From an optimization exercise on the open Yosys and OpenROAD flow, aimed at small area, a short achievable clock period and few clock cycles per item; shortcuts taken in it are not production practice.
Function was checked by simulation only, so behaviour that the tests miss may differ from the original.

===== config.mk =====
export PLATFORM = sky130hd
export DESIGN_NAME = sqrt_binary_search
export DESIGN_NICKNAME = sqrt_binary_search
export VERILOG_FILES = /design/flow/design.v
export SDC_FILE = /design/flow/constraint.sdc
export NUM_CORES = 4
export LEC_CHECK = 0
export ABC_AREA = 1
export CAP_MARGIN = 20
export CORE_MARGIN = 2
export CORE_UTILIZATION = 40
export PLACE_DENSITY = 0.85
export SETUP_SLACK_MARGIN = 4.0
export SLEW_MARGIN = 20
export TNS_END_PERCENT = 10

===== constraint.sdc =====
create_clock -name core_clock -period 11.0 [get_ports {clk}]
set_input_delay 2.2000 -clock core_clock [delete_from_list [all_inputs] [get_ports {clk}]]
set_output_delay 2.2000 -clock core_clock [all_outputs]
set_load 0.01 [all_outputs]

===== design.v =====
module sqrt_head (
    input  logic [15:0] x,
    output logic [7:0] q,      
    output logic [9:0] r       
);
    wire [2:0] a0 = {1'b0, x[15:14]};
    wire [2:0] o0 = 3'b111;   
    wire [2:0] g0_0 = a0 & o0;
    wire [2:0] p0_0 = a0 | o0;
    wire [2:0] g0_1, p0_1;
    assign g0_1[0] = g0_0[0];
    assign p0_1[0] = p0_0[0];
    assign g0_1[1] = g0_0[1] | (p0_0[1] & g0_0[0]);
    assign p0_1[1] = p0_0[1] & p0_0[0];
    assign g0_1[2] = g0_0[2];
    assign p0_1[2] = p0_0[2];
    wire [2:0] g0_2, p0_2;
    assign g0_2[0] = g0_1[0];
    assign p0_2[0] = p0_1[0];
    assign g0_2[1] = g0_1[1];
    assign p0_2[1] = p0_1[1];
    assign g0_2[2] = g0_1[2] | (p0_1[2] & g0_1[1]);
    assign p0_2[2] = p0_1[2] & p0_1[1];
    wire [2:0] r1 = a0 ^ o0 ^ {g0_2[1:0], 1'b0};
    wire [0:0] q1 = ~r1[2];
    wire [3:0] a1 = {r1[1:0], x[13:12]};
    wire [3:0] o1 = {q1[0], q1 ^ q1[0], 2'b11};
    wire [3:0] g1_0 = a1 & o1;
    wire [3:0] p1_0 = a1 | o1;
    wire [3:0] g1_1, p1_1;
    assign g1_1[0] = g1_0[0];
    assign p1_1[0] = p1_0[0];
    assign g1_1[1] = g1_0[1] | (p1_0[1] & g1_0[0]);
    assign p1_1[1] = p1_0[1] & p1_0[0];
    assign g1_1[2] = g1_0[2];
    assign p1_1[2] = p1_0[2];
    assign g1_1[3] = g1_0[3] | (p1_0[3] & g1_0[2]);
    assign p1_1[3] = p1_0[3] & p1_0[2];
    wire [3:0] g1_2, p1_2;
    assign g1_2[0] = g1_1[0];
    assign p1_2[0] = p1_1[0];
    assign g1_2[1] = g1_1[1];
    assign p1_2[1] = p1_1[1];
    assign g1_2[2] = g1_1[2] | (p1_1[2] & g1_1[1]);
    assign p1_2[2] = p1_1[2] & p1_1[1];
    assign g1_2[3] = g1_1[3] | (p1_1[3] & g1_1[1]);
    assign p1_2[3] = p1_1[3] & p1_1[1];
    wire [3:0] r2 = a1 ^ o1 ^ {g1_2[2:0], 1'b0};
    wire [1:0] q2 = {q1, ~r2[3]};
    wire [4:0] a2 = {r2[2:0], x[11:10]};
    wire [4:0] o2 = {q2[0], q2 ^ {2{q2[0]}}, 2'b11};
    wire [4:0] g2_0 = a2 & o2;
    wire [4:0] p2_0 = a2 | o2;
    wire [4:0] g2_1, p2_1;
    assign g2_1[0] = g2_0[0];
    assign p2_1[0] = p2_0[0];
    assign g2_1[1] = g2_0[1] | (p2_0[1] & g2_0[0]);
    assign p2_1[1] = p2_0[1] & p2_0[0];
    assign g2_1[2] = g2_0[2];
    assign p2_1[2] = p2_0[2];
    assign g2_1[3] = g2_0[3] | (p2_0[3] & g2_0[2]);
    assign p2_1[3] = p2_0[3] & p2_0[2];
    assign g2_1[4] = g2_0[4];
    assign p2_1[4] = p2_0[4];
    wire [4:0] g2_2, p2_2;
    assign g2_2[0] = g2_1[0];
    assign p2_2[0] = p2_1[0];
    assign g2_2[1] = g2_1[1];
    assign p2_2[1] = p2_1[1];
    assign g2_2[2] = g2_1[2] | (p2_1[2] & g2_1[1]);
    assign p2_2[2] = p2_1[2] & p2_1[1];
    assign g2_2[3] = g2_1[3] | (p2_1[3] & g2_1[1]);
    assign p2_2[3] = p2_1[3] & p2_1[1];
    assign g2_2[4] = g2_1[4];
    assign p2_2[4] = p2_1[4];
    wire [4:0] g2_3, p2_3;
    assign g2_3[0] = g2_2[0];
    assign p2_3[0] = p2_2[0];
    assign g2_3[1] = g2_2[1];
    assign p2_3[1] = p2_2[1];
    assign g2_3[2] = g2_2[2];
    assign p2_3[2] = p2_2[2];
    assign g2_3[3] = g2_2[3];
    assign p2_3[3] = p2_2[3];
    assign g2_3[4] = g2_2[4] | (p2_2[4] & g2_2[3]);
    assign p2_3[4] = p2_2[4] & p2_2[3];
    wire [4:0] r3 = a2 ^ o2 ^ {g2_3[3:0], 1'b0};
    wire [2:0] q3 = {q2, ~r3[4]};
    wire [5:0] a3 = {r3[3:0], x[9:8]};
    wire [5:0] o3 = {q3[0], q3 ^ {3{q3[0]}}, 2'b11};
    wire [5:0] g3_0 = a3 & o3;
    wire [5:0] p3_0 = a3 | o3;
    wire [5:0] g3_1, p3_1;
    assign g3_1[0] = g3_0[0];
    assign p3_1[0] = p3_0[0];
    assign g3_1[1] = g3_0[1] | (p3_0[1] & g3_0[0]);
    assign p3_1[1] = p3_0[1] & p3_0[0];
    assign g3_1[2] = g3_0[2];
    assign p3_1[2] = p3_0[2];
    assign g3_1[3] = g3_0[3] | (p3_0[3] & g3_0[2]);
    assign p3_1[3] = p3_0[3] & p3_0[2];
    assign g3_1[4] = g3_0[4];
    assign p3_1[4] = p3_0[4];
    assign g3_1[5] = g3_0[5] | (p3_0[5] & g3_0[4]);
    assign p3_1[5] = p3_0[5] & p3_0[4];
    wire [5:0] g3_2, p3_2;
    assign g3_2[0] = g3_1[0];
    assign p3_2[0] = p3_1[0];
    assign g3_2[1] = g3_1[1];
    assign p3_2[1] = p3_1[1];
    assign g3_2[2] = g3_1[2] | (p3_1[2] & g3_1[1]);
    assign p3_2[2] = p3_1[2] & p3_1[1];
    assign g3_2[3] = g3_1[3] | (p3_1[3] & g3_1[1]);
    assign p3_2[3] = p3_1[3] & p3_1[1];
    assign g3_2[4] = g3_1[4];
    assign p3_2[4] = p3_1[4];
    assign g3_2[5] = g3_1[5];
    assign p3_2[5] = p3_1[5];
    wire [5:0] g3_3, p3_3;
    assign g3_3[0] = g3_2[0];
    assign p3_3[0] = p3_2[0];
    assign g3_3[1] = g3_2[1];
    assign p3_3[1] = p3_2[1];
    assign g3_3[2] = g3_2[2];
    assign p3_3[2] = p3_2[2];
    assign g3_3[3] = g3_2[3];
    assign p3_3[3] = p3_2[3];
    assign g3_3[4] = g3_2[4] | (p3_2[4] & g3_2[3]);
    assign p3_3[4] = p3_2[4] & p3_2[3];
    assign g3_3[5] = g3_2[5] | (p3_2[5] & g3_2[3]);
    assign p3_3[5] = p3_2[5] & p3_2[3];
    wire [5:0] r4 = a3 ^ o3 ^ {g3_3[4:0], 1'b0};
    wire [3:0] q4 = {q3, ~r4[5]};
    wire [6:0] a4 = {r4[4:0], x[7:6]};
    wire [6:0] o4 = {q4[0], q4 ^ {4{q4[0]}}, 2'b11};
    wire [6:0] g4_0 = a4 & o4;
    wire [6:0] p4_0 = a4 | o4;
    wire [6:0] g4_1, p4_1;
    assign g4_1[0] = g4_0[0];
    assign p4_1[0] = p4_0[0];
    assign g4_1[1] = g4_0[1] | (p4_0[1] & g4_0[0]);
    assign p4_1[1] = p4_0[1] & p4_0[0];
    assign g4_1[2] = g4_0[2];
    assign p4_1[2] = p4_0[2];
    assign g4_1[3] = g4_0[3] | (p4_0[3] & g4_0[2]);
    assign p4_1[3] = p4_0[3] & p4_0[2];
    assign g4_1[4] = g4_0[4];
    assign p4_1[4] = p4_0[4];
    assign g4_1[5] = g4_0[5] | (p4_0[5] & g4_0[4]);
    assign p4_1[5] = p4_0[5] & p4_0[4];
    assign g4_1[6] = g4_0[6];
    assign p4_1[6] = p4_0[6];
    wire [6:0] g4_2, p4_2;
    assign g4_2[0] = g4_1[0];
    assign p4_2[0] = p4_1[0];
    assign g4_2[1] = g4_1[1];
    assign p4_2[1] = p4_1[1];
    assign g4_2[2] = g4_1[2] | (p4_1[2] & g4_1[1]);
    assign p4_2[2] = p4_1[2] & p4_1[1];
    assign g4_2[3] = g4_1[3] | (p4_1[3] & g4_1[1]);
    assign p4_2[3] = p4_1[3] & p4_1[1];
    assign g4_2[4] = g4_1[4];
    assign p4_2[4] = p4_1[4];
    assign g4_2[5] = g4_1[5];
    assign p4_2[5] = p4_1[5];
    assign g4_2[6] = g4_1[6] | (p4_1[6] & g4_1[5]);
    assign p4_2[6] = p4_1[6] & p4_1[5];
    wire [6:0] g4_3, p4_3;
    assign g4_3[0] = g4_2[0];
    assign p4_3[0] = p4_2[0];
    assign g4_3[1] = g4_2[1];
    assign p4_3[1] = p4_2[1];
    assign g4_3[2] = g4_2[2];
    assign p4_3[2] = p4_2[2];
    assign g4_3[3] = g4_2[3];
    assign p4_3[3] = p4_2[3];
    assign g4_3[4] = g4_2[4] | (p4_2[4] & g4_2[3]);
    assign p4_3[4] = p4_2[4] & p4_2[3];
    assign g4_3[5] = g4_2[5] | (p4_2[5] & g4_2[3]);
    assign p4_3[5] = p4_2[5] & p4_2[3];
    assign g4_3[6] = g4_2[6] | (p4_2[6] & g4_2[3]);
    assign p4_3[6] = p4_2[6] & p4_2[3];
    wire [6:0] r5 = a4 ^ o4 ^ {g4_3[5:0], 1'b0};
    wire [4:0] q5 = {q4, ~r5[6]};
    wire [7:0] a5 = {r5[5:0], x[5:4]};
    wire [7:0] o5 = {q5[0], q5 ^ {5{q5[0]}}, 2'b11};
    wire [7:0] g5_0 = a5 & o5;
    wire [7:0] p5_0 = a5 | o5;
    wire [7:0] g5_1, p5_1;
    assign g5_1[0] = g5_0[0];
    assign p5_1[0] = p5_0[0];
    assign g5_1[1] = g5_0[1] | (p5_0[1] & g5_0[0]);
    assign p5_1[1] = p5_0[1] & p5_0[0];
    assign g5_1[2] = g5_0[2];
    assign p5_1[2] = p5_0[2];
    assign g5_1[3] = g5_0[3] | (p5_0[3] & g5_0[2]);
    assign p5_1[3] = p5_0[3] & p5_0[2];
    assign g5_1[4] = g5_0[4];
    assign p5_1[4] = p5_0[4];
    assign g5_1[5] = g5_0[5] | (p5_0[5] & g5_0[4]);
    assign p5_1[5] = p5_0[5] & p5_0[4];
    assign g5_1[6] = g5_0[6];
    assign p5_1[6] = p5_0[6];
    assign g5_1[7] = g5_0[7] | (p5_0[7] & g5_0[6]);
    assign p5_1[7] = p5_0[7] & p5_0[6];
    wire [7:0] g5_2, p5_2;
    assign g5_2[0] = g5_1[0];
    assign p5_2[0] = p5_1[0];
    assign g5_2[1] = g5_1[1];
    assign p5_2[1] = p5_1[1];
    assign g5_2[2] = g5_1[2] | (p5_1[2] & g5_1[1]);
    assign p5_2[2] = p5_1[2] & p5_1[1];
    assign g5_2[3] = g5_1[3] | (p5_1[3] & g5_1[1]);
    assign p5_2[3] = p5_1[3] & p5_1[1];
    assign g5_2[4] = g5_1[4];
    assign p5_2[4] = p5_1[4];
    assign g5_2[5] = g5_1[5];
    assign p5_2[5] = p5_1[5];
    assign g5_2[6] = g5_1[6] | (p5_1[6] & g5_1[5]);
    assign p5_2[6] = p5_1[6] & p5_1[5];
    assign g5_2[7] = g5_1[7] | (p5_1[7] & g5_1[5]);
    assign p5_2[7] = p5_1[7] & p5_1[5];
    wire [7:0] g5_3, p5_3;
    assign g5_3[0] = g5_2[0];
    assign p5_3[0] = p5_2[0];
    assign g5_3[1] = g5_2[1];
    assign p5_3[1] = p5_2[1];
    assign g5_3[2] = g5_2[2];
    assign p5_3[2] = p5_2[2];
    assign g5_3[3] = g5_2[3];
    assign p5_3[3] = p5_2[3];
    assign g5_3[4] = g5_2[4] | (p5_2[4] & g5_2[3]);
    assign p5_3[4] = p5_2[4] & p5_2[3];
    assign g5_3[5] = g5_2[5] | (p5_2[5] & g5_2[3]);
    assign p5_3[5] = p5_2[5] & p5_2[3];
    assign g5_3[6] = g5_2[6] | (p5_2[6] & g5_2[3]);
    assign p5_3[6] = p5_2[6] & p5_2[3];
    assign g5_3[7] = g5_2[7] | (p5_2[7] & g5_2[3]);
    assign p5_3[7] = p5_2[7] & p5_2[3];
    wire [7:0] r6 = a5 ^ o5 ^ {g5_3[6:0], 1'b0};
    wire [5:0] q6 = {q5, ~r6[7]};
    wire [8:0] a6 = {r6[6:0], x[3:2]};
    wire [8:0] o6 = {q6[0], q6 ^ {6{q6[0]}}, 2'b11};
    wire [8:0] g6_0 = a6 & o6;
    wire [8:0] p6_0 = a6 | o6;
    wire [8:0] g6_1, p6_1;
    assign g6_1[0] = g6_0[0];
    assign p6_1[0] = p6_0[0];
    assign g6_1[1] = g6_0[1] | (p6_0[1] & g6_0[0]);
    assign p6_1[1] = p6_0[1] & p6_0[0];
    assign g6_1[2] = g6_0[2];
    assign p6_1[2] = p6_0[2];
    assign g6_1[3] = g6_0[3] | (p6_0[3] & g6_0[2]);
    assign p6_1[3] = p6_0[3] & p6_0[2];
    assign g6_1[4] = g6_0[4];
    assign p6_1[4] = p6_0[4];
    assign g6_1[5] = g6_0[5] | (p6_0[5] & g6_0[4]);
    assign p6_1[5] = p6_0[5] & p6_0[4];
    assign g6_1[6] = g6_0[6];
    assign p6_1[6] = p6_0[6];
    assign g6_1[7] = g6_0[7] | (p6_0[7] & g6_0[6]);
    assign p6_1[7] = p6_0[7] & p6_0[6];
    assign g6_1[8] = g6_0[8];
    assign p6_1[8] = p6_0[8];
    wire [8:0] g6_2, p6_2;
    assign g6_2[0] = g6_1[0];
    assign p6_2[0] = p6_1[0];
    assign g6_2[1] = g6_1[1];
    assign p6_2[1] = p6_1[1];
    assign g6_2[2] = g6_1[2] | (p6_1[2] & g6_1[1]);
    assign p6_2[2] = p6_1[2] & p6_1[1];
    assign g6_2[3] = g6_1[3] | (p6_1[3] & g6_1[1]);
    assign p6_2[3] = p6_1[3] & p6_1[1];
    assign g6_2[4] = g6_1[4];
    assign p6_2[4] = p6_1[4];
    assign g6_2[5] = g6_1[5];
    assign p6_2[5] = p6_1[5];
    assign g6_2[6] = g6_1[6] | (p6_1[6] & g6_1[5]);
    assign p6_2[6] = p6_1[6] & p6_1[5];
    assign g6_2[7] = g6_1[7] | (p6_1[7] & g6_1[5]);
    assign p6_2[7] = p6_1[7] & p6_1[5];
    assign g6_2[8] = g6_1[8];
    assign p6_2[8] = p6_1[8];
    wire [8:0] g6_3, p6_3;
    assign g6_3[0] = g6_2[0];
    assign p6_3[0] = p6_2[0];
    assign g6_3[1] = g6_2[1];
    assign p6_3[1] = p6_2[1];
    assign g6_3[2] = g6_2[2];
    assign p6_3[2] = p6_2[2];
    assign g6_3[3] = g6_2[3];
    assign p6_3[3] = p6_2[3];
    assign g6_3[4] = g6_2[4] | (p6_2[4] & g6_2[3]);
    assign p6_3[4] = p6_2[4] & p6_2[3];
    assign g6_3[5] = g6_2[5] | (p6_2[5] & g6_2[3]);
    assign p6_3[5] = p6_2[5] & p6_2[3];
    assign g6_3[6] = g6_2[6] | (p6_2[6] & g6_2[3]);
    assign p6_3[6] = p6_2[6] & p6_2[3];
    assign g6_3[7] = g6_2[7] | (p6_2[7] & g6_2[3]);
    assign p6_3[7] = p6_2[7] & p6_2[3];
    assign g6_3[8] = g6_2[8];
    assign p6_3[8] = p6_2[8];
    wire [8:0] g6_4, p6_4;
    assign g6_4[0] = g6_3[0];
    assign p6_4[0] = p6_3[0];
    assign g6_4[1] = g6_3[1];
    assign p6_4[1] = p6_3[1];
    assign g6_4[2] = g6_3[2];
    assign p6_4[2] = p6_3[2];
    assign g6_4[3] = g6_3[3];
    assign p6_4[3] = p6_3[3];
    assign g6_4[4] = g6_3[4];
    assign p6_4[4] = p6_3[4];
    assign g6_4[5] = g6_3[5];
    assign p6_4[5] = p6_3[5];
    assign g6_4[6] = g6_3[6];
    assign p6_4[6] = p6_3[6];
    assign g6_4[7] = g6_3[7];
    assign p6_4[7] = p6_3[7];
    assign g6_4[8] = g6_3[8] | (p6_3[8] & g6_3[7]);
    assign p6_4[8] = p6_3[8] & p6_3[7];
    wire [8:0] r7 = a6 ^ o6 ^ {g6_4[7:0], 1'b0};
    wire [6:0] q7 = {q6, ~r7[8]};
    wire [9:0] a7 = {r7[7:0], x[1:0]};
    wire [9:0] o7 = {q7[0], q7 ^ {7{q7[0]}}, 2'b11};
    wire [9:0] g7_0 = a7 & o7;
    wire [9:0] p7_0 = a7 | o7;
    wire [9:0] g7_1, p7_1;
    assign g7_1[0] = g7_0[0];
    assign p7_1[0] = p7_0[0];
    assign g7_1[1] = g7_0[1] | (p7_0[1] & g7_0[0]);
    assign p7_1[1] = p7_0[1] & p7_0[0];
    assign g7_1[2] = g7_0[2];
    assign p7_1[2] = p7_0[2];
    assign g7_1[3] = g7_0[3] | (p7_0[3] & g7_0[2]);
    assign p7_1[3] = p7_0[3] & p7_0[2];
    assign g7_1[4] = g7_0[4];
    assign p7_1[4] = p7_0[4];
    assign g7_1[5] = g7_0[5] | (p7_0[5] & g7_0[4]);
    assign p7_1[5] = p7_0[5] & p7_0[4];
    assign g7_1[6] = g7_0[6];
    assign p7_1[6] = p7_0[6];
    assign g7_1[7] = g7_0[7] | (p7_0[7] & g7_0[6]);
    assign p7_1[7] = p7_0[7] & p7_0[6];
    assign g7_1[8] = g7_0[8];
    assign p7_1[8] = p7_0[8];
    assign g7_1[9] = g7_0[9] | (p7_0[9] & g7_0[8]);
    assign p7_1[9] = p7_0[9] & p7_0[8];
    wire [9:0] g7_2, p7_2;
    assign g7_2[0] = g7_1[0];
    assign p7_2[0] = p7_1[0];
    assign g7_2[1] = g7_1[1];
    assign p7_2[1] = p7_1[1];
    assign g7_2[2] = g7_1[2] | (p7_1[2] & g7_1[1]);
    assign p7_2[2] = p7_1[2] & p7_1[1];
    assign g7_2[3] = g7_1[3] | (p7_1[3] & g7_1[1]);
    assign p7_2[3] = p7_1[3] & p7_1[1];
    assign g7_2[4] = g7_1[4];
    assign p7_2[4] = p7_1[4];
    assign g7_2[5] = g7_1[5];
    assign p7_2[5] = p7_1[5];
    assign g7_2[6] = g7_1[6] | (p7_1[6] & g7_1[5]);
    assign p7_2[6] = p7_1[6] & p7_1[5];
    assign g7_2[7] = g7_1[7] | (p7_1[7] & g7_1[5]);
    assign p7_2[7] = p7_1[7] & p7_1[5];
    assign g7_2[8] = g7_1[8];
    assign p7_2[8] = p7_1[8];
    assign g7_2[9] = g7_1[9];
    assign p7_2[9] = p7_1[9];
    wire [9:0] g7_3, p7_3;
    assign g7_3[0] = g7_2[0];
    assign p7_3[0] = p7_2[0];
    assign g7_3[1] = g7_2[1];
    assign p7_3[1] = p7_2[1];
    assign g7_3[2] = g7_2[2];
    assign p7_3[2] = p7_2[2];
    assign g7_3[3] = g7_2[3];
    assign p7_3[3] = p7_2[3];
    assign g7_3[4] = g7_2[4] | (p7_2[4] & g7_2[3]);
    assign p7_3[4] = p7_2[4] & p7_2[3];
    assign g7_3[5] = g7_2[5] | (p7_2[5] & g7_2[3]);
    assign p7_3[5] = p7_2[5] & p7_2[3];
    assign g7_3[6] = g7_2[6] | (p7_2[6] & g7_2[3]);
    assign p7_3[6] = p7_2[6] & p7_2[3];
    assign g7_3[7] = g7_2[7] | (p7_2[7] & g7_2[3]);
    assign p7_3[7] = p7_2[7] & p7_2[3];
    assign g7_3[8] = g7_2[8];
    assign p7_3[8] = p7_2[8];
    assign g7_3[9] = g7_2[9];
    assign p7_3[9] = p7_2[9];
    wire [9:0] g7_4, p7_4;
    assign g7_4[0] = g7_3[0];
    assign p7_4[0] = p7_3[0];
    assign g7_4[1] = g7_3[1];
    assign p7_4[1] = p7_3[1];
    assign g7_4[2] = g7_3[2];
    assign p7_4[2] = p7_3[2];
    assign g7_4[3] = g7_3[3];
    assign p7_4[3] = p7_3[3];
    assign g7_4[4] = g7_3[4];
    assign p7_4[4] = p7_3[4];
    assign g7_4[5] = g7_3[5];
    assign p7_4[5] = p7_3[5];
    assign g7_4[6] = g7_3[6];
    assign p7_4[6] = p7_3[6];
    assign g7_4[7] = g7_3[7];
    assign p7_4[7] = p7_3[7];
    assign g7_4[8] = g7_3[8] | (p7_3[8] & g7_3[7]);
    assign p7_4[8] = p7_3[8] & p7_3[7];
    assign g7_4[9] = g7_3[9] | (p7_3[9] & g7_3[7]);
    assign p7_4[9] = p7_3[9] & p7_3[7];
    wire [9:0] r8 = a7 ^ o7 ^ {g7_4[8:0], 1'b0};
    wire [7:0] q8 = {q7, ~r8[9]};
    assign q = q8;
    assign r = r8;
endmodule
module sqrt_tail (
    input  logic [7:0] q,
    input  logic [9:0] r,
    output logic [11:0] root
);
    wire [10:0] a8 = {r[8:0], 2'b00};
    wire [10:0] o8 = {q[0], q ^ {8{q[0]}}, 2'b11};
    wire [10:0] g8_0 = a8 & o8;
    wire [10:0] p8_0 = a8 | o8;
    wire [10:0] g8_1, p8_1;
    assign g8_1[0] = g8_0[0];
    assign p8_1[0] = p8_0[0];
    assign g8_1[1] = g8_0[1] | (p8_0[1] & g8_0[0]);
    assign p8_1[1] = p8_0[1] & p8_0[0];
    assign g8_1[2] = g8_0[2];
    assign p8_1[2] = p8_0[2];
    assign g8_1[3] = g8_0[3] | (p8_0[3] & g8_0[2]);
    assign p8_1[3] = p8_0[3] & p8_0[2];
    assign g8_1[4] = g8_0[4];
    assign p8_1[4] = p8_0[4];
    assign g8_1[5] = g8_0[5] | (p8_0[5] & g8_0[4]);
    assign p8_1[5] = p8_0[5] & p8_0[4];
    assign g8_1[6] = g8_0[6];
    assign p8_1[6] = p8_0[6];
    assign g8_1[7] = g8_0[7] | (p8_0[7] & g8_0[6]);
    assign p8_1[7] = p8_0[7] & p8_0[6];
    assign g8_1[8] = g8_0[8];
    assign p8_1[8] = p8_0[8];
    assign g8_1[9] = g8_0[9] | (p8_0[9] & g8_0[8]);
    assign p8_1[9] = p8_0[9] & p8_0[8];
    assign g8_1[10] = g8_0[10];
    assign p8_1[10] = p8_0[10];
    wire [10:0] g8_2, p8_2;
    assign g8_2[0] = g8_1[0];
    assign p8_2[0] = p8_1[0];
    assign g8_2[1] = g8_1[1];
    assign p8_2[1] = p8_1[1];
    assign g8_2[2] = g8_1[2] | (p8_1[2] & g8_1[1]);
    assign p8_2[2] = p8_1[2] & p8_1[1];
    assign g8_2[3] = g8_1[3] | (p8_1[3] & g8_1[1]);
    assign p8_2[3] = p8_1[3] & p8_1[1];
    assign g8_2[4] = g8_1[4];
    assign p8_2[4] = p8_1[4];
    assign g8_2[5] = g8_1[5];
    assign p8_2[5] = p8_1[5];
    assign g8_2[6] = g8_1[6] | (p8_1[6] & g8_1[5]);
    assign p8_2[6] = p8_1[6] & p8_1[5];
    assign g8_2[7] = g8_1[7] | (p8_1[7] & g8_1[5]);
    assign p8_2[7] = p8_1[7] & p8_1[5];
    assign g8_2[8] = g8_1[8];
    assign p8_2[8] = p8_1[8];
    assign g8_2[9] = g8_1[9];
    assign p8_2[9] = p8_1[9];
    assign g8_2[10] = g8_1[10] | (p8_1[10] & g8_1[9]);
    assign p8_2[10] = p8_1[10] & p8_1[9];
    wire [10:0] g8_3, p8_3;
    assign g8_3[0] = g8_2[0];
    assign p8_3[0] = p8_2[0];
    assign g8_3[1] = g8_2[1];
    assign p8_3[1] = p8_2[1];
    assign g8_3[2] = g8_2[2];
    assign p8_3[2] = p8_2[2];
    assign g8_3[3] = g8_2[3];
    assign p8_3[3] = p8_2[3];
    assign g8_3[4] = g8_2[4] | (p8_2[4] & g8_2[3]);
    assign p8_3[4] = p8_2[4] & p8_2[3];
    assign g8_3[5] = g8_2[5] | (p8_2[5] & g8_2[3]);
    assign p8_3[5] = p8_2[5] & p8_2[3];
    assign g8_3[6] = g8_2[6] | (p8_2[6] & g8_2[3]);
    assign p8_3[6] = p8_2[6] & p8_2[3];
    assign g8_3[7] = g8_2[7] | (p8_2[7] & g8_2[3]);
    assign p8_3[7] = p8_2[7] & p8_2[3];
    assign g8_3[8] = g8_2[8];
    assign p8_3[8] = p8_2[8];
    assign g8_3[9] = g8_2[9];
    assign p8_3[9] = p8_2[9];
    assign g8_3[10] = g8_2[10];
    assign p8_3[10] = p8_2[10];
    wire [10:0] g8_4, p8_4;
    assign g8_4[0] = g8_3[0];
    assign p8_4[0] = p8_3[0];
    assign g8_4[1] = g8_3[1];
    assign p8_4[1] = p8_3[1];
    assign g8_4[2] = g8_3[2];
    assign p8_4[2] = p8_3[2];
    assign g8_4[3] = g8_3[3];
    assign p8_4[3] = p8_3[3];
    assign g8_4[4] = g8_3[4];
    assign p8_4[4] = p8_3[4];
    assign g8_4[5] = g8_3[5];
    assign p8_4[5] = p8_3[5];
    assign g8_4[6] = g8_3[6];
    assign p8_4[6] = p8_3[6];
    assign g8_4[7] = g8_3[7];
    assign p8_4[7] = p8_3[7];
    assign g8_4[8] = g8_3[8] | (p8_3[8] & g8_3[7]);
    assign p8_4[8] = p8_3[8] & p8_3[7];
    assign g8_4[9] = g8_3[9] | (p8_3[9] & g8_3[7]);
    assign p8_4[9] = p8_3[9] & p8_3[7];
    assign g8_4[10] = g8_3[10] | (p8_3[10] & g8_3[7]);
    assign p8_4[10] = p8_3[10] & p8_3[7];
    wire [10:0] r9 = a8 ^ o8 ^ {g8_4[9:0], 1'b0};
    wire [8:0] q9 = {q, ~r9[10]};
    wire [11:0] a9 = {r9[9:0], 2'b00};
    wire [11:0] o9 = {q9[0], q9 ^ {9{q9[0]}}, 2'b11};
    wire [11:0] g9_0 = a9 & o9;
    wire [11:0] p9_0 = a9 | o9;
    wire [11:0] g9_1, p9_1;
    assign g9_1[0] = g9_0[0];
    assign p9_1[0] = p9_0[0];
    assign g9_1[1] = g9_0[1] | (p9_0[1] & g9_0[0]);
    assign p9_1[1] = p9_0[1] & p9_0[0];
    assign g9_1[2] = g9_0[2];
    assign p9_1[2] = p9_0[2];
    assign g9_1[3] = g9_0[3] | (p9_0[3] & g9_0[2]);
    assign p9_1[3] = p9_0[3] & p9_0[2];
    assign g9_1[4] = g9_0[4];
    assign p9_1[4] = p9_0[4];
    assign g9_1[5] = g9_0[5] | (p9_0[5] & g9_0[4]);
    assign p9_1[5] = p9_0[5] & p9_0[4];
    assign g9_1[6] = g9_0[6];
    assign p9_1[6] = p9_0[6];
    assign g9_1[7] = g9_0[7] | (p9_0[7] & g9_0[6]);
    assign p9_1[7] = p9_0[7] & p9_0[6];
    assign g9_1[8] = g9_0[8];
    assign p9_1[8] = p9_0[8];
    assign g9_1[9] = g9_0[9] | (p9_0[9] & g9_0[8]);
    assign p9_1[9] = p9_0[9] & p9_0[8];
    assign g9_1[10] = g9_0[10];
    assign p9_1[10] = p9_0[10];
    assign g9_1[11] = g9_0[11] | (p9_0[11] & g9_0[10]);
    assign p9_1[11] = p9_0[11] & p9_0[10];
    wire [11:0] g9_2, p9_2;
    assign g9_2[0] = g9_1[0];
    assign p9_2[0] = p9_1[0];
    assign g9_2[1] = g9_1[1];
    assign p9_2[1] = p9_1[1];
    assign g9_2[2] = g9_1[2] | (p9_1[2] & g9_1[1]);
    assign p9_2[2] = p9_1[2] & p9_1[1];
    assign g9_2[3] = g9_1[3] | (p9_1[3] & g9_1[1]);
    assign p9_2[3] = p9_1[3] & p9_1[1];
    assign g9_2[4] = g9_1[4];
    assign p9_2[4] = p9_1[4];
    assign g9_2[5] = g9_1[5];
    assign p9_2[5] = p9_1[5];
    assign g9_2[6] = g9_1[6] | (p9_1[6] & g9_1[5]);
    assign p9_2[6] = p9_1[6] & p9_1[5];
    assign g9_2[7] = g9_1[7] | (p9_1[7] & g9_1[5]);
    assign p9_2[7] = p9_1[7] & p9_1[5];
    assign g9_2[8] = g9_1[8];
    assign p9_2[8] = p9_1[8];
    assign g9_2[9] = g9_1[9];
    assign p9_2[9] = p9_1[9];
    assign g9_2[10] = g9_1[10] | (p9_1[10] & g9_1[9]);
    assign p9_2[10] = p9_1[10] & p9_1[9];
    assign g9_2[11] = g9_1[11] | (p9_1[11] & g9_1[9]);
    assign p9_2[11] = p9_1[11] & p9_1[9];
    wire [11:0] g9_3, p9_3;
    assign g9_3[0] = g9_2[0];
    assign p9_3[0] = p9_2[0];
    assign g9_3[1] = g9_2[1];
    assign p9_3[1] = p9_2[1];
    assign g9_3[2] = g9_2[2];
    assign p9_3[2] = p9_2[2];
    assign g9_3[3] = g9_2[3];
    assign p9_3[3] = p9_2[3];
    assign g9_3[4] = g9_2[4] | (p9_2[4] & g9_2[3]);
    assign p9_3[4] = p9_2[4] & p9_2[3];
    assign g9_3[5] = g9_2[5] | (p9_2[5] & g9_2[3]);
    assign p9_3[5] = p9_2[5] & p9_2[3];
    assign g9_3[6] = g9_2[6] | (p9_2[6] & g9_2[3]);
    assign p9_3[6] = p9_2[6] & p9_2[3];
    assign g9_3[7] = g9_2[7] | (p9_2[7] & g9_2[3]);
    assign p9_3[7] = p9_2[7] & p9_2[3];
    assign g9_3[8] = g9_2[8];
    assign p9_3[8] = p9_2[8];
    assign g9_3[9] = g9_2[9];
    assign p9_3[9] = p9_2[9];
    assign g9_3[10] = g9_2[10];
    assign p9_3[10] = p9_2[10];
    assign g9_3[11] = g9_2[11];
    assign p9_3[11] = p9_2[11];
    wire [11:0] g9_4, p9_4;
    assign g9_4[0] = g9_3[0];
    assign p9_4[0] = p9_3[0];
    assign g9_4[1] = g9_3[1];
    assign p9_4[1] = p9_3[1];
    assign g9_4[2] = g9_3[2];
    assign p9_4[2] = p9_3[2];
    assign g9_4[3] = g9_3[3];
    assign p9_4[3] = p9_3[3];
    assign g9_4[4] = g9_3[4];
    assign p9_4[4] = p9_3[4];
    assign g9_4[5] = g9_3[5];
    assign p9_4[5] = p9_3[5];
    assign g9_4[6] = g9_3[6];
    assign p9_4[6] = p9_3[6];
    assign g9_4[7] = g9_3[7];
    assign p9_4[7] = p9_3[7];
    assign g9_4[8] = g9_3[8] | (p9_3[8] & g9_3[7]);
    assign p9_4[8] = p9_3[8] & p9_3[7];
    assign g9_4[9] = g9_3[9] | (p9_3[9] & g9_3[7]);
    assign p9_4[9] = p9_3[9] & p9_3[7];
    assign g9_4[10] = g9_3[10] | (p9_3[10] & g9_3[7]);
    assign p9_4[10] = p9_3[10] & p9_3[7];
    assign g9_4[11] = g9_3[11] | (p9_3[11] & g9_3[7]);
    assign p9_4[11] = p9_3[11] & p9_3[7];
    wire [11:0] r10 = a9 ^ o9 ^ {g9_4[10:0], 1'b0};
    wire [9:0] q10 = {q9, ~r10[11]};
    wire [12:0] a10 = {r10[10:0], 2'b00};
    wire [12:0] o10 = {q10[0], q10 ^ {10{q10[0]}}, 2'b11};
    wire [12:0] g10_0 = a10 & o10;
    wire [12:0] p10_0 = a10 | o10;
    wire [12:0] g10_1, p10_1;
    assign g10_1[0] = g10_0[0];
    assign p10_1[0] = p10_0[0];
    assign g10_1[1] = g10_0[1] | (p10_0[1] & g10_0[0]);
    assign p10_1[1] = p10_0[1] & p10_0[0];
    assign g10_1[2] = g10_0[2];
    assign p10_1[2] = p10_0[2];
    assign g10_1[3] = g10_0[3] | (p10_0[3] & g10_0[2]);
    assign p10_1[3] = p10_0[3] & p10_0[2];
    assign g10_1[4] = g10_0[4];
    assign p10_1[4] = p10_0[4];
    assign g10_1[5] = g10_0[5] | (p10_0[5] & g10_0[4]);
    assign p10_1[5] = p10_0[5] & p10_0[4];
    assign g10_1[6] = g10_0[6];
    assign p10_1[6] = p10_0[6];
    assign g10_1[7] = g10_0[7] | (p10_0[7] & g10_0[6]);
    assign p10_1[7] = p10_0[7] & p10_0[6];
    assign g10_1[8] = g10_0[8];
    assign p10_1[8] = p10_0[8];
    assign g10_1[9] = g10_0[9] | (p10_0[9] & g10_0[8]);
    assign p10_1[9] = p10_0[9] & p10_0[8];
    assign g10_1[10] = g10_0[10];
    assign p10_1[10] = p10_0[10];
    assign g10_1[11] = g10_0[11] | (p10_0[11] & g10_0[10]);
    assign p10_1[11] = p10_0[11] & p10_0[10];
    assign g10_1[12] = g10_0[12];
    assign p10_1[12] = p10_0[12];
    wire [12:0] g10_2, p10_2;
    assign g10_2[0] = g10_1[0];
    assign p10_2[0] = p10_1[0];
    assign g10_2[1] = g10_1[1];
    assign p10_2[1] = p10_1[1];
    assign g10_2[2] = g10_1[2] | (p10_1[2] & g10_1[1]);
    assign p10_2[2] = p10_1[2] & p10_1[1];
    assign g10_2[3] = g10_1[3] | (p10_1[3] & g10_1[1]);
    assign p10_2[3] = p10_1[3] & p10_1[1];
    assign g10_2[4] = g10_1[4];
    assign p10_2[4] = p10_1[4];
    assign g10_2[5] = g10_1[5];
    assign p10_2[5] = p10_1[5];
    assign g10_2[6] = g10_1[6] | (p10_1[6] & g10_1[5]);
    assign p10_2[6] = p10_1[6] & p10_1[5];
    assign g10_2[7] = g10_1[7] | (p10_1[7] & g10_1[5]);
    assign p10_2[7] = p10_1[7] & p10_1[5];
    assign g10_2[8] = g10_1[8];
    assign p10_2[8] = p10_1[8];
    assign g10_2[9] = g10_1[9];
    assign p10_2[9] = p10_1[9];
    assign g10_2[10] = g10_1[10] | (p10_1[10] & g10_1[9]);
    assign p10_2[10] = p10_1[10] & p10_1[9];
    assign g10_2[11] = g10_1[11] | (p10_1[11] & g10_1[9]);
    assign p10_2[11] = p10_1[11] & p10_1[9];
    assign g10_2[12] = g10_1[12];
    assign p10_2[12] = p10_1[12];
    wire [12:0] g10_3, p10_3;
    assign g10_3[0] = g10_2[0];
    assign p10_3[0] = p10_2[0];
    assign g10_3[1] = g10_2[1];
    assign p10_3[1] = p10_2[1];
    assign g10_3[2] = g10_2[2];
    assign p10_3[2] = p10_2[2];
    assign g10_3[3] = g10_2[3];
    assign p10_3[3] = p10_2[3];
    assign g10_3[4] = g10_2[4] | (p10_2[4] & g10_2[3]);
    assign p10_3[4] = p10_2[4] & p10_2[3];
    assign g10_3[5] = g10_2[5] | (p10_2[5] & g10_2[3]);
    assign p10_3[5] = p10_2[5] & p10_2[3];
    assign g10_3[6] = g10_2[6] | (p10_2[6] & g10_2[3]);
    assign p10_3[6] = p10_2[6] & p10_2[3];
    assign g10_3[7] = g10_2[7] | (p10_2[7] & g10_2[3]);
    assign p10_3[7] = p10_2[7] & p10_2[3];
    assign g10_3[8] = g10_2[8];
    assign p10_3[8] = p10_2[8];
    assign g10_3[9] = g10_2[9];
    assign p10_3[9] = p10_2[9];
    assign g10_3[10] = g10_2[10];
    assign p10_3[10] = p10_2[10];
    assign g10_3[11] = g10_2[11];
    assign p10_3[11] = p10_2[11];
    assign g10_3[12] = g10_2[12] | (p10_2[12] & g10_2[11]);
    assign p10_3[12] = p10_2[12] & p10_2[11];
    wire [12:0] g10_4, p10_4;
    assign g10_4[0] = g10_3[0];
    assign p10_4[0] = p10_3[0];
    assign g10_4[1] = g10_3[1];
    assign p10_4[1] = p10_3[1];
    assign g10_4[2] = g10_3[2];
    assign p10_4[2] = p10_3[2];
    assign g10_4[3] = g10_3[3];
    assign p10_4[3] = p10_3[3];
    assign g10_4[4] = g10_3[4];
    assign p10_4[4] = p10_3[4];
    assign g10_4[5] = g10_3[5];
    assign p10_4[5] = p10_3[5];
    assign g10_4[6] = g10_3[6];
    assign p10_4[6] = p10_3[6];
    assign g10_4[7] = g10_3[7];
    assign p10_4[7] = p10_3[7];
    assign g10_4[8] = g10_3[8] | (p10_3[8] & g10_3[7]);
    assign p10_4[8] = p10_3[8] & p10_3[7];
    assign g10_4[9] = g10_3[9] | (p10_3[9] & g10_3[7]);
    assign p10_4[9] = p10_3[9] & p10_3[7];
    assign g10_4[10] = g10_3[10] | (p10_3[10] & g10_3[7]);
    assign p10_4[10] = p10_3[10] & p10_3[7];
    assign g10_4[11] = g10_3[11] | (p10_3[11] & g10_3[7]);
    assign p10_4[11] = p10_3[11] & p10_3[7];
    assign g10_4[12] = g10_3[12] | (p10_3[12] & g10_3[7]);
    assign p10_4[12] = p10_3[12] & p10_3[7];
    wire [12:0] r11 = a10 ^ o10 ^ {g10_4[11:0], 1'b0};
    wire [10:0] q11 = {q10, ~r11[12]};
    wire [13:0] a11 = {r11[11:0], 2'b00};
    wire [13:0] o11 = {q11[0], q11 ^ {11{q11[0]}}, 2'b11};
    wire [13:0] g11_0 = a11 & o11;
    wire [13:0] p11_0 = a11 | o11;
    wire [13:0] g11_1, p11_1;
    assign g11_1[0] = g11_0[0];
    assign p11_1[0] = p11_0[0];
    assign g11_1[1] = g11_0[1] | (p11_0[1] & g11_0[0]);
    assign p11_1[1] = p11_0[1] & p11_0[0];
    assign g11_1[2] = g11_0[2];
    assign p11_1[2] = p11_0[2];
    assign g11_1[3] = g11_0[3] | (p11_0[3] & g11_0[2]);
    assign p11_1[3] = p11_0[3] & p11_0[2];
    assign g11_1[4] = g11_0[4];
    assign p11_1[4] = p11_0[4];
    assign g11_1[5] = g11_0[5] | (p11_0[5] & g11_0[4]);
    assign p11_1[5] = p11_0[5] & p11_0[4];
    assign g11_1[6] = g11_0[6];
    assign p11_1[6] = p11_0[6];
    assign g11_1[7] = g11_0[7] | (p11_0[7] & g11_0[6]);
    assign p11_1[7] = p11_0[7] & p11_0[6];
    assign g11_1[8] = g11_0[8];
    assign p11_1[8] = p11_0[8];
    assign g11_1[9] = g11_0[9] | (p11_0[9] & g11_0[8]);
    assign p11_1[9] = p11_0[9] & p11_0[8];
    assign g11_1[10] = g11_0[10];
    assign p11_1[10] = p11_0[10];
    assign g11_1[11] = g11_0[11] | (p11_0[11] & g11_0[10]);
    assign p11_1[11] = p11_0[11] & p11_0[10];
    assign g11_1[12] = g11_0[12];
    assign p11_1[12] = p11_0[12];
    assign g11_1[13] = g11_0[13] | (p11_0[13] & g11_0[12]);
    assign p11_1[13] = p11_0[13] & p11_0[12];
    wire [13:0] g11_2, p11_2;
    assign g11_2[0] = g11_1[0];
    assign p11_2[0] = p11_1[0];
    assign g11_2[1] = g11_1[1];
    assign p11_2[1] = p11_1[1];
    assign g11_2[2] = g11_1[2] | (p11_1[2] & g11_1[1]);
    assign p11_2[2] = p11_1[2] & p11_1[1];
    assign g11_2[3] = g11_1[3] | (p11_1[3] & g11_1[1]);
    assign p11_2[3] = p11_1[3] & p11_1[1];
    assign g11_2[4] = g11_1[4];
    assign p11_2[4] = p11_1[4];
    assign g11_2[5] = g11_1[5];
    assign p11_2[5] = p11_1[5];
    assign g11_2[6] = g11_1[6] | (p11_1[6] & g11_1[5]);
    assign p11_2[6] = p11_1[6] & p11_1[5];
    assign g11_2[7] = g11_1[7] | (p11_1[7] & g11_1[5]);
    assign p11_2[7] = p11_1[7] & p11_1[5];
    assign g11_2[8] = g11_1[8];
    assign p11_2[8] = p11_1[8];
    assign g11_2[9] = g11_1[9];
    assign p11_2[9] = p11_1[9];
    assign g11_2[10] = g11_1[10] | (p11_1[10] & g11_1[9]);
    assign p11_2[10] = p11_1[10] & p11_1[9];
    assign g11_2[11] = g11_1[11] | (p11_1[11] & g11_1[9]);
    assign p11_2[11] = p11_1[11] & p11_1[9];
    assign g11_2[12] = g11_1[12];
    assign p11_2[12] = p11_1[12];
    assign g11_2[13] = g11_1[13];
    assign p11_2[13] = p11_1[13];
    wire [13:0] g11_3, p11_3;
    assign g11_3[0] = g11_2[0];
    assign p11_3[0] = p11_2[0];
    assign g11_3[1] = g11_2[1];
    assign p11_3[1] = p11_2[1];
    assign g11_3[2] = g11_2[2];
    assign p11_3[2] = p11_2[2];
    assign g11_3[3] = g11_2[3];
    assign p11_3[3] = p11_2[3];
    assign g11_3[4] = g11_2[4] | (p11_2[4] & g11_2[3]);
    assign p11_3[4] = p11_2[4] & p11_2[3];
    assign g11_3[5] = g11_2[5] | (p11_2[5] & g11_2[3]);
    assign p11_3[5] = p11_2[5] & p11_2[3];
    assign g11_3[6] = g11_2[6] | (p11_2[6] & g11_2[3]);
    assign p11_3[6] = p11_2[6] & p11_2[3];
    assign g11_3[7] = g11_2[7] | (p11_2[7] & g11_2[3]);
    assign p11_3[7] = p11_2[7] & p11_2[3];
    assign g11_3[8] = g11_2[8];
    assign p11_3[8] = p11_2[8];
    assign g11_3[9] = g11_2[9];
    assign p11_3[9] = p11_2[9];
    assign g11_3[10] = g11_2[10];
    assign p11_3[10] = p11_2[10];
    assign g11_3[11] = g11_2[11];
    assign p11_3[11] = p11_2[11];
    assign g11_3[12] = g11_2[12] | (p11_2[12] & g11_2[11]);
    assign p11_3[12] = p11_2[12] & p11_2[11];
    assign g11_3[13] = g11_2[13] | (p11_2[13] & g11_2[11]);
    assign p11_3[13] = p11_2[13] & p11_2[11];
    wire [13:0] g11_4, p11_4;
    assign g11_4[0] = g11_3[0];
    assign p11_4[0] = p11_3[0];
    assign g11_4[1] = g11_3[1];
    assign p11_4[1] = p11_3[1];
    assign g11_4[2] = g11_3[2];
    assign p11_4[2] = p11_3[2];
    assign g11_4[3] = g11_3[3];
    assign p11_4[3] = p11_3[3];
    assign g11_4[4] = g11_3[4];
    assign p11_4[4] = p11_3[4];
    assign g11_4[5] = g11_3[5];
    assign p11_4[5] = p11_3[5];
    assign g11_4[6] = g11_3[6];
    assign p11_4[6] = p11_3[6];
    assign g11_4[7] = g11_3[7];
    assign p11_4[7] = p11_3[7];
    assign g11_4[8] = g11_3[8] | (p11_3[8] & g11_3[7]);
    assign p11_4[8] = p11_3[8] & p11_3[7];
    assign g11_4[9] = g11_3[9] | (p11_3[9] & g11_3[7]);
    assign p11_4[9] = p11_3[9] & p11_3[7];
    assign g11_4[10] = g11_3[10] | (p11_3[10] & g11_3[7]);
    assign p11_4[10] = p11_3[10] & p11_3[7];
    assign g11_4[11] = g11_3[11] | (p11_3[11] & g11_3[7]);
    assign p11_4[11] = p11_3[11] & p11_3[7];
    assign g11_4[12] = g11_3[12] | (p11_3[12] & g11_3[7]);
    assign p11_4[12] = p11_3[12] & p11_3[7];
    assign g11_4[13] = g11_3[13] | (p11_3[13] & g11_3[7]);
    assign p11_4[13] = p11_3[13] & p11_3[7];
    wire [13:0] r12 = a11 ^ o11 ^ {g11_4[12:0], 1'b0};
    wire [11:0] q12 = {q11, ~r12[13]};
    assign root = q12;
endmodule
module sqrt_binary_search (
    input  logic        clk,
    input  logic        rst,         
    input  logic        valid_in,
    input  logic [15:0] x,           
    output logic [15:0] x_sqrt,      
    output logic        valid_out
);
    logic [7:0] q_d, q_r;
    logic [9:0] r_d, r_r;
    logic        v_r;
    logic [11:0] root;
    sqrt_head head (.x(x), .q(q_d), .r(r_d));
    always_ff @(posedge clk) begin
        if (rst) v_r <= 1'b0;
        else     v_r <= valid_in;
        q_r <= q_d;
        r_r <= r_d;
    end
    sqrt_tail tail (.q(q_r), .r(r_r), .root(root));
    assign x_sqrt    = {4'd0, root};
    assign valid_out = v_r;
endmodule

===== flow/run.sh =====
#!/bin/bash
# The standard layout (standard.sh), with these changes:
#  - synthesis: no adder-cell mapping (ADDER_MAP_FILE empty), so ABC maps the
#    adders from plain gates instead of the slow ha/fa cells, and the final ABC
#    mapping uses flow/abc_iter.script (see flow/synth_iter.tcl);
#  - buf_2 cells as the port buffers (buffer_ports otherwise picks the slow
#    clkdlybuf4s50_1);
#  - setup repair only resizes cells (SETUP_MOVE_SEQUENCE=sizeup).
set -e
here=$(pwd)
export ADDER_MAP_FILE=
export BUFFER_PORTS_ARGS="-buffer_cell sky130_fd_sc_hd__buf_2"
export SETUP_MOVE_SEQUENCE=sizeup
bash standard.sh SYNTH_SCRIPT=$here/flow/synth_iter.tcl finish > standard.log 2>&1

===== flow/abc_iter.script =====
strash
dch
map -B 0.9
strash
dch
map -B 0.9
strash
dch
map -B 0.9
strash
dch
map -B 0.9
strash
dch
map -B 0.9
strash
dch
map -B 0.9
strash
dch
map -B 0.9
strash
dch
map -B 0.9
topo
stime -c
buffer -c
upsize -c
dnsize -c

===== flow/synth_iter.tcl =====
# The standard flow's synthesis (synth_recipe.tcl, which sources ORFS's synth.tcl) with one
# change: the final technology mapping runs ABC with abc_iter.script, which
# repeats ORFS's area script's strash/dch/map round 8 times before sizing.
# Everything before it (synth -nofsm -noshare, flip-flop mapping) and after it
# (flatten, renames) is the standard flow's own, so the registers are the standard ones.
set ::abc_iter_script [file normalize [file join [file dirname [info script]] abc_iter.script]]
set ::synth_recipe_tcl [file normalize [file join [file dirname [info script]] .. synth_recipe.tcl]]
proc abc {args} {
  set i [lsearch -exact $args -script]
  if {$i >= 0} { lset args [expr {$i + 1}] $::abc_iter_script }
  puts "abc: mapping with $::abc_iter_script"
  yosys abc {*}$args
}
source $::synth_recipe_tcl

===== standard.sh =====
#!/bin/bash
# synth_recipe.tcl (not shown) runs the flow's synth.tcl, then flattens the netlist and writes it again
# the make line also repeats each setting of config.mk as NAME=value (left out here)
make -C /OpenROAD-flow-scripts/flow DESIGN_CONFIG=/design/flow/config.mk WORK_HOME=/design/flow/orfs CLKGATE_MAP_FILE= SYNTH_SCRIPT=/design/flow/synth_recipe.tcl "${@:-finish}"

==> flow_summary.yaml, run 1 <==
run_status:
  status: "complete, no violations"
sta:
  rsz0062_at_grt: "no"
  slew_viol_final: 0
  final-hold-violation-count: 0
  setup_viol: 0
  min_period_over_period_pct: 61.7
  max_freq_mhz: 147
  fin_tns_setup_ns: 0
  fin_crit_ns: 6.79
synthesis:
  syn-instance-count: 645
  yosysWarnings: 1
  ys_top_cells_by_count: "nand2_1, nand3_1, inv_1"
  synth_edf_count: 0
  synth_ff_type: "dfxtp_1"
  ys_async_sr_fraction_pct: 0
  ys_ff_latch: 18
  yosysSeqAreaShare_pct: 10.4
  syn_area_mm2: 0.00347
  synth_area_leaders: "nand2_1, nand3_1, dfxtp_1"
  synth_area_leader_cell: "nand2_1"
  synth.avg_cell_area_um2: 5.39
  yosysMostFrequentCell: "nand2_1"
  yosysTopAreaCellShare_pct: 29.5
  ys_types: 31
global_route:
  grt_pass1_wl_um: 13300
  grt_use_met1_pct: 20.6
  grt-ovfl-total: 0
  track_usage_pct: 16.0
  top_usage_layer: "met2"
  first_global_vias: 3218
  grt_max_degree: 15
  met2_usage_pct: 28.3
  grtUsageMet3_pct: 0.719
  antenna_found_initial: 0
die:
  initial_core_util_pct: 41.9
  coreArea_mm2: 0.00830
  die_area_mm2: 0.00944
  num_rows: 33
  die_width_um: 97.2
  io_pins: 36
  die_h_um: 97.2
drt:
  vias: 3835
  drcViolationCount: 0
  wl_um: 8300
  first_pass_iters: 5
  wire_per_inst_um: 10.6
  ant_nets: 0
  via_per_inst: 4.91
  drt_iter0_drc: 172
finish:
  fin_util_pct: 49.3
  fillers: 810
  finalNetCount: 696
  n_antenna_cell: 0
  final_layout_size_suffix_gt1_share_pct: 23.4
  area_growth_pct: 17.9
worst_setup_path:
  cp.buffers_inverters: 3
  slowest_delay_ns: 0.48
  cp-start-kind: "flip-flop"
  cp_common_cell: "nand2_2"
  cp_data_arrival_time_ns: 4.59
  crit_family: "simple AND/OR/NAND/NOR gates"
  critPathCaptureType: "output port"
  critPathSlowestCell: "dfxtp_1"
  path_depth: 39
  worst-path-max-fanout: 11
  required_ns: 8.80
  path_class: "reg2out"
min_path:
  hp-class: "in2reg"
  min_path_cells: 2
clock_network:
  clockBufferDepth: 2
  cts_tree: "done"
  h-tree-depth: 1
  postCtsHoldBufs: 0
  cts_setup_buffers: 0
  root_buffer: "clkbuf_8"
  cts_resized: 4
  cts.clk_slew.worst_paths_ns: 0.06
  cts_sinks: 18
  cts_made_buffers: 3
placement:
  portBuffers: 31
  hpwl_um: 6430
  gp_congestion: 0.945
flow_run:
  cap_violations: 0
sequential cells by signal, summed over array words and instances, names as in the netlist:
register  flops
q_r           8
r_r           9
v_r           1
metrics by stage:
stage	worst slack (ns)	cell area, µm²	std cells	hold slack [ns]
2_1_floorplan	4.81	3480	648	2.26
3_3_place_gp	4.15	3710	777	2.35
3_5_place_dp	3.92	3710	777	2.36
4_1_cts	4.02	3780	781	2.10
5_1_grt	3.79	4100	781	2.10
6_report	4.21	4100	781	2.10
area by class of cell:
| cell class | count | area (µm²) | share of cell area (%) |
|---|---|---|---|
| clock buffer | 4 | 55.1 | 1.34 |
| inverter | 80 | 302 | 7.36 |
| multi-input combinational | 543 | 3090 | 75.3 |
| sequential | 18 | 367 | 8.95 |
| tap | 105 | 131 | 3.21 |
| timing repair buffer | 31 | 155 | 3.79 |
final timing paths:
check,slack (ns),endpoint,start
setup / recovery,4.21,x_sqrt[0],q_r[3]
hold / removal,2.10,v_r,rst
routing by layer:
layer / part of all wire, % / up-vias
met2: 51 / 64
li1: - / 2062
met4: 1.7 / 0
met5: 0 / -
met1: 45 / 1697
met3: 2.9 / 12
cell usage in the layout, fill, tap and decap left out, drive strengths merged:
| master | Yosys | layout |
|---|---|---|
| nand2 | 293 | 293 |
| nand3 | 96 | 96 |
| inv | 79 | 79 |
| nor2 | 41 | 41 |
| buf | 7 | 31 |
| xor2 | 29 | 29 |
| xnor2 | 28 | 28 |
| dfxtp | 18 | 18 |
| o21ai | 14 | 14 |
| or2 | 12 | 12 |
| nand4 | 8 | 8 |
| a21oi | 7 | 7 |
| a21o | 5 | 5 |
| nand3b | 5 | 5 |
| conb | 1 | 4 |
| clkbuf | 0 | 4 |
| nand2b | 1 | 1 |
| clkinv | 1 | 1 |
cells by family after synthesis:
| kind of cell | synth area share (%) |
|---|---|
| other | 0.108 |
| AOI/OAI and AO/OA | 4.54 |
| buffers and inverters | 10.3 |
| and+or+nand+nor | 60.1 |
| DFF | 10.4 |
| xor gates and xnor gates | 14.6 |
Testbench counts, summed over its fixed seeds: cycles 262,148, items 262,144.
==> inputs of run 2 (changes only) <==
--- a/config.mk
+++ b/config.mk
@@ -9,7 +9,9 @@
 export CAP_MARGIN = 20
 export CORE_MARGIN = 2
 export CORE_UTILIZATION = 40
+export CTS_BUF_LIST = sky130_fd_sc_hd__clkbuf_4
+export CTS_CLUSTER_SIZE = 20
 export PLACE_DENSITY = 0.85
-export SETUP_SLACK_MARGIN = 4.0
+export SETUP_SLACK_MARGIN = 3.5
 export SLEW_MARGIN = 20
 export TNS_END_PERCENT = 10
==> flow_summary.yaml, run 2 <==
drt:
  first_pass_iters: 5
  wire_per_inst_um: 9.75
  wl_um: 7630
  vias: 3760
  via_per_inst: 4.81
  ant_nets: 0
  drt_iter0_drc: 115
  drcViolationCount: 0
finish:
  biggestRegsByFlops: "r_r (9), q_r (8), v_r (1)"
  regMostFlops: "r_r"
  area_growth_pct: 8.97
  fin_util_pct: 45.6
  final_layout_size_suffix_gt1_share_pct: 15.4
  final_common_cell: "nand2_1"
  mostFrequentLayoutCells: "nand2_1, nand3_1, inv_1"
  final_cell_area_mm2: 0.00378
  largest_reg_flops: 9
  finalNetCount: 696
min_path:
  min_path_cells: 2
  hp-class: "in2reg"
  min_from: "rst"
  hold_path_end: "v_r"
synthesis:
  yosysMostFrequentCell: "nand2_1"
  synth.avg_cell_area_um2: 5.39
  syn-instance-count: 645
  synth_edf_count: 0
  yosysWarnings: 1
  ys_top_cells_by_count: "nand2_1, nand3_1, inv_1"
  yosysSeqAreaShare_pct: 10.4
  synth_xor_area_share_pct: 14.6
  synth_ff_type: "dfxtp_1"
  ys_ff_latch: 18
  synth_mux_area_share_pct: 0
  yosysTopAreaCellShare_pct: 29.5
  synth_adder_area_share_pct: 0
  synth_area_leader_cell: "nand2_1"
  synth_area_leaders: "nand2_1, nand3_1, dfxtp_1"
  syn_area_mm2: 0.00347
  ys_async_sr_fraction_pct: 0
  ys_types: 31
  yosys.area_share.simple_pct: 60.1
  synth_top_family_by_area: "simple AND/OR/NAND/NOR gates"
  synth_compound_area_share_pct: 4.54
sta:
  fin_hold_ws_ns: 2.06
  max_freq_mhz: 145
  fin_tns_setup_ns: 0
  fin_crit_ns: 6.92
  rsz0062_at_grt: "no"
  final-hold-violation-count: 0
  min_period_over_period_pct: 62.9
  setup_viol: 0
  setup_slack_ns: 4.08
  slew_viol_final: 0
clock_network:
  cts_sinks: 18
  clockBufferDepth: 2
  cts_setup_buffers: 0
  cts_tree: "done"
  cts.clk_slew.worst_paths_ns: 0.09
  h-tree-depth: 1
  cts_resized: 0
  root_buffer: "clkbuf_4"
  cts_made_buffers: 3
  postCtsHoldBufs: 0
flow_run:
  cap_violations: 0
placement:
  portBuffers: 31
  pre_cts_slack_ns: 3.92
  gp_congestion: 0.945
  placed_area_mm2: 0.00371
  hpwl_um: 6430
die:
  io_pins: 36
  die_area_mm2: 0.00944
  die_width_um: 97.2
  initial_core_util_pct: 41.9
  die_h_um: 97.2
  coreArea_mm2: 0.00830
  num_rows: 33
worst_setup_path:
  cp_data_arrival_time_ns: 4.72
  slowest_delay_ns: 0.45
  worst-path-max-fanout: 14
  critPathCaptureType: "output port"
  required_ns: 8.80
  critPathSlowestCell: "dfxtp_4"
  cp_common_cell: "nand2_1"
  path_class: "reg2out"
  cp-start-kind: "flip-flop"
global_route:
  grt_max_degree: 15
  grt-ovfl-total: 0
  first_global_vias: 3209
  track_usage_pct: 15.9
  antenna_found_initial: 1
  grt_pass1_wl_um: 13200
run_status:
  status: "complete, no violations"
## run 2: worst max-delay path by stage
stage           start        end
2_1_floorplan  q_r[0]  x_sqrt[0]
3_3_place_gp   q_r[0]  x_sqrt[0]
3_5_place_dp   q_r[0]  x_sqrt[0]
4_1_cts        q_r[0]  x_sqrt[0]
5_1_grt        q_r[0]  x_sqrt[0]
6_report       q_r[0]  x_sqrt[0]
## run 2: critical path: cells and delay by family (launching register included)
kind	cells	cell delay (ns)
buffers and inverters	4	0.27
flip-flops	1	0.45
AND/OR/NAND/NOR	33	3.09
AO/OA/AOI/OAI	4	0.62
## run 2: cell families (layout without fill, tap and decap cells)
| logic type | count (synthesis) | in the layout |
|---|---|---|
| buffers and inverters | 87 | 115 |
| XOR/XNOR | 57 | 57 |
| AO/OA/AOI/OAI | 26 | 26 |
| AND/OR/NAND/NOR | 456 | 456 |
| flip-flops | 18 | 18 |
| other | 1 | 5 |
## run 2: layout make-up
type                       count  area, µm²
clock buffer                   3       22.5
multi-input combinational    543       2800
fill                         857       4510
sequential                    18        365
tap                          105        131
antenna                        1       2.50
timing repair buffer          31        155
inverter                      80        302
clock inverter                 1       3.75
## run 2: layer usage
metal / GRT usage, % / up-vias / share of wire (%)
met1: 20.3 / 1599 / 46
met5: 0 / - / 0
met2: 28.2 / 77 / 47
li1: - / 2068 / -
met3: 0.719 / 16 / 3.8
met4: 5.96 / 0 / 2.6
## run 2: through the flow
| stage | instances |
|---|---|
| floorplan | 648 |
| global placement | 777 |
| detailed placement | 777 |
| CTS | 781 |
| global route | 782 |
| finish | 782 |
==> inputs of run 3 (changes only) <==
--- a/flow/abc_iter.script
+++ b/flow/abc_iter.script
@@ -1,9 +1,3 @@
-strash
-dch
-map -B 0.9
-strash
-dch
-map -B 0.9
 strash
 dch
 map -B 0.9
--- a/config.mk
+++ b/config.mk
@@ -9,8 +9,6 @@
 export CAP_MARGIN = 20
 export CORE_MARGIN = 2
 export CORE_UTILIZATION = 40
-export CTS_BUF_LIST = sky130_fd_sc_hd__clkbuf_4
-export CTS_CLUSTER_SIZE = 20
 export PLACE_DENSITY = 0.85
 export SETUP_SLACK_MARGIN = 3.5
 export SLEW_MARGIN = 20
==> flow_summary.yaml, run 3 <==
synthesis:
  yosysTopAreaCellShare_pct: 31.2
  syn-instance-count: 652
  synth_ff_type: "dfxtp_1"
  synth.avg_cell_area_um2: 5.31
  syn_area_mm2: 0.00346
  yosysMostFrequentCell: "nand2_1"
  synth_edf_count: 0
  yosysWarnings: 1
  ys_async_sr_fraction_pct: 0
  synth_area_leader_cell: "nand2_1"
  ys_top_cells_by_count: "nand2_1, nand3_1, inv_1"
  synth_area_leaders: "nand2_1, nand3_1, dfxtp_1"
  ys_ff_latch: 18
  yosysSeqAreaShare_pct: 10.4
  ys_types: 30
global_route:
  antenna_found_initial: 0
  grt_max_degree: 15
  track_usage_pct: 16.2
  grt-ovfl-total: 0
  grt_pass1_wl_um: 13400
  first_global_vias: 3312
sta:
  setup_viol: 0
  max_freq_mhz: 144
  setup_slack_ns: 4.06
  slew_viol_final: 0
  final-hold-violation-count: 0
  fin_tns_setup_ns: 0
  worst_slew_pin_slew_ns: 0.674
  maxSlewHeadroom_pct: 54.9
  fin_crit_ns: 6.94
  rsz0062_at_grt: "no"
  fin_hold_ws_ns: 2.10
  min_period_over_period_pct: 63.1
worst_setup_path:
  worst-path-max-fanout: 13
  critPathCaptureType: "output port"
  slowest_delay_ns: 0.45
  cp-start-kind: "flip-flop"
  cp_data_arrival_time_ns: 4.74
  required_ns: 8.80
  critPathSlowestCell: "dfxtp_1"
  cp_common_cell: "nand2_1"
  path_class: "reg2out"
die:
  die_area_mm2: 0.00941
  coreArea_mm2: 0.00830
  die_h_um: 97.0
  num_rows: 33
  io_pins: 36
  die_width_um: 97.0
  initial_core_util_pct: 41.7
drt:
  drcViolationCount: 0
  vias: 3824
  drt_iter0_drc: 166
  ant_nets: 0
  wire_per_inst_um: 9.83
  wl_um: 7750
  via_per_inst: 4.85
  first_pass_iters: 5
finish:
  final_cell_area_mm2: 0.00378
  regMostFlops: "r_r"
  finalNetCount: 703
  final_layout_size_suffix_gt1_share_pct: 13.0
  mostFrequentLayoutCells: "nand2_1, nand3_1, inv_1"
  final_common_cell: "nand2_1"
  area_growth_pct: 9.33
  n_antenna_cell: 0
  largest_reg_flops: 9
  biggestRegsByFlops: "r_r (9), q_r (8), v_r (1)"
clock_network:
  clockBufferDepth: 2
  cts_tree: "done"
  postCtsHoldBufs: 0
  cts_resized: 0
  cts_setup_buffers: 0
  h-tree-depth: 1
  cts.clk_slew.worst_paths_ns: 0.06
  cts_sinks: 18
  root_buffer: "clkbuf_8"
  cts_made_buffers: 3
placement:
  hpwl_um: 6540
  placed_area_mm2: 0.00370
  portBuffers: 31
  pre_cts_slack_ns: 4.02
  gp_congestion: 0.916
run_status:
  status: "complete, no violations"
min_path:
  hp-class: "in2reg"
  min_path_cells: 2
flow_run:
  cap_violations: 0
-- run 3: changes by cell type in the layout (fill, tap and decap cells not counted), sizes merged --
cell	delta
a21o	-3
a21oi	+1
clkbuf	+1
clkinv	-1
diode	-1
inv	-3
nand2	+12
nand3	-1
nand3b	+5
nand4	-2
o21ai	-1
or2	-1
xnor2	-4
xor2	+4
-- run 3: stage by stage --
| stage | utilization [%] | std cells |
|---|---|---|
| after CTS | 45.2 | 788 |
| after global routing | 45.6 | 788 |
| after global placement | 44.6 | 784 |
| after floorplan | - | 655 |
| final | 45.6 | 788 |
| after detailed placement | 44.6 | 784 |
-- run 3: cells by family after synthesis --
family / Yosys count / share of synthesized area [%]
AOI/OAI and AO/OA: 23 / 3.80
and+or+nand+nor: 469 / 60.7
buffers and inverters: 84 / 10.1
other: 1 / 0.108
xor gates and xnor gates: 57 / 14.9
DFF: 18 / 10.4
-- run 3: final timing paths --
kind | start | end | slack, ns
max | q_r[1] | x_sqrt[0] | 4.06
min | rst | v_r | 2.10
-- run 3: cell type report --
type | instances | area [µm²]
Multi-Input combinational cell | 553 | 2790
Timing Repair Buffer | 31 | 155
Clock buffer | 4 | 55.1
Tap cell | 105 | 131
Inverter | 77 | 290
Fill cell | 854 | 4520
Sequential cell | 18 | 365
-- run 3: layer usage --
layer  up-vias  wire length [µm]  GRT usage (%)
li1       2081                 -              -
met1      1649              3540           20.3
met2        84              3750           29.4
met3        10               349           1.01
met4         0               106           4.98
met5         -                 0              0
-- run 3: critical path: cells and delay by family, from the launching register on --
family / cells / cell delay [ns]
AOI/OAI and AO/OA: 4 / 0.50
buffers and inverters: 3 / 0.24
and+or+nand+nor: 31 / 3.08
DFF: 1 / 0.45
xor gates and xnor gates: 1 / 0.20

==> port drivers added, routing unchanged <==
In the flow no input, the clock included, has a driving cell. The finished layouts below were timed again as built, in two steps.
Step 1: set_driving_cell puts a clkbuf_16 on clk and a buf_2 on each other input, an assumption about the parent block.
Step 2 times the ports against the registers' clock, not the clock port: input delays grow and output delays shrink by t, the midpoint of the rising clock arrivals with the driver on.
Three values: no drivers, after step 1, after step 2; two values: the first two.
run	shift t [ns]	setup slack, ns	hold WS [ns]	latest minus earliest clock arrival (ns)	worst slew at a driven data input, ns
run 1	0.275	4.211 / 4.185 / 4.460	2.101 / 2.095 / 2.370	0.008 / 0.008	0.03
run 2	0.313	4.081 / 4.054 / 4.367	2.059 / 2.052 / 2.365	0.012 / 0.012	0.03
run 3	0.272	4.059 / 4.033 / 4.305	2.101 / 2.095 / 2.367	0.005 / 0.004	0.03
After both steps setup and hold are still met in every run listed.
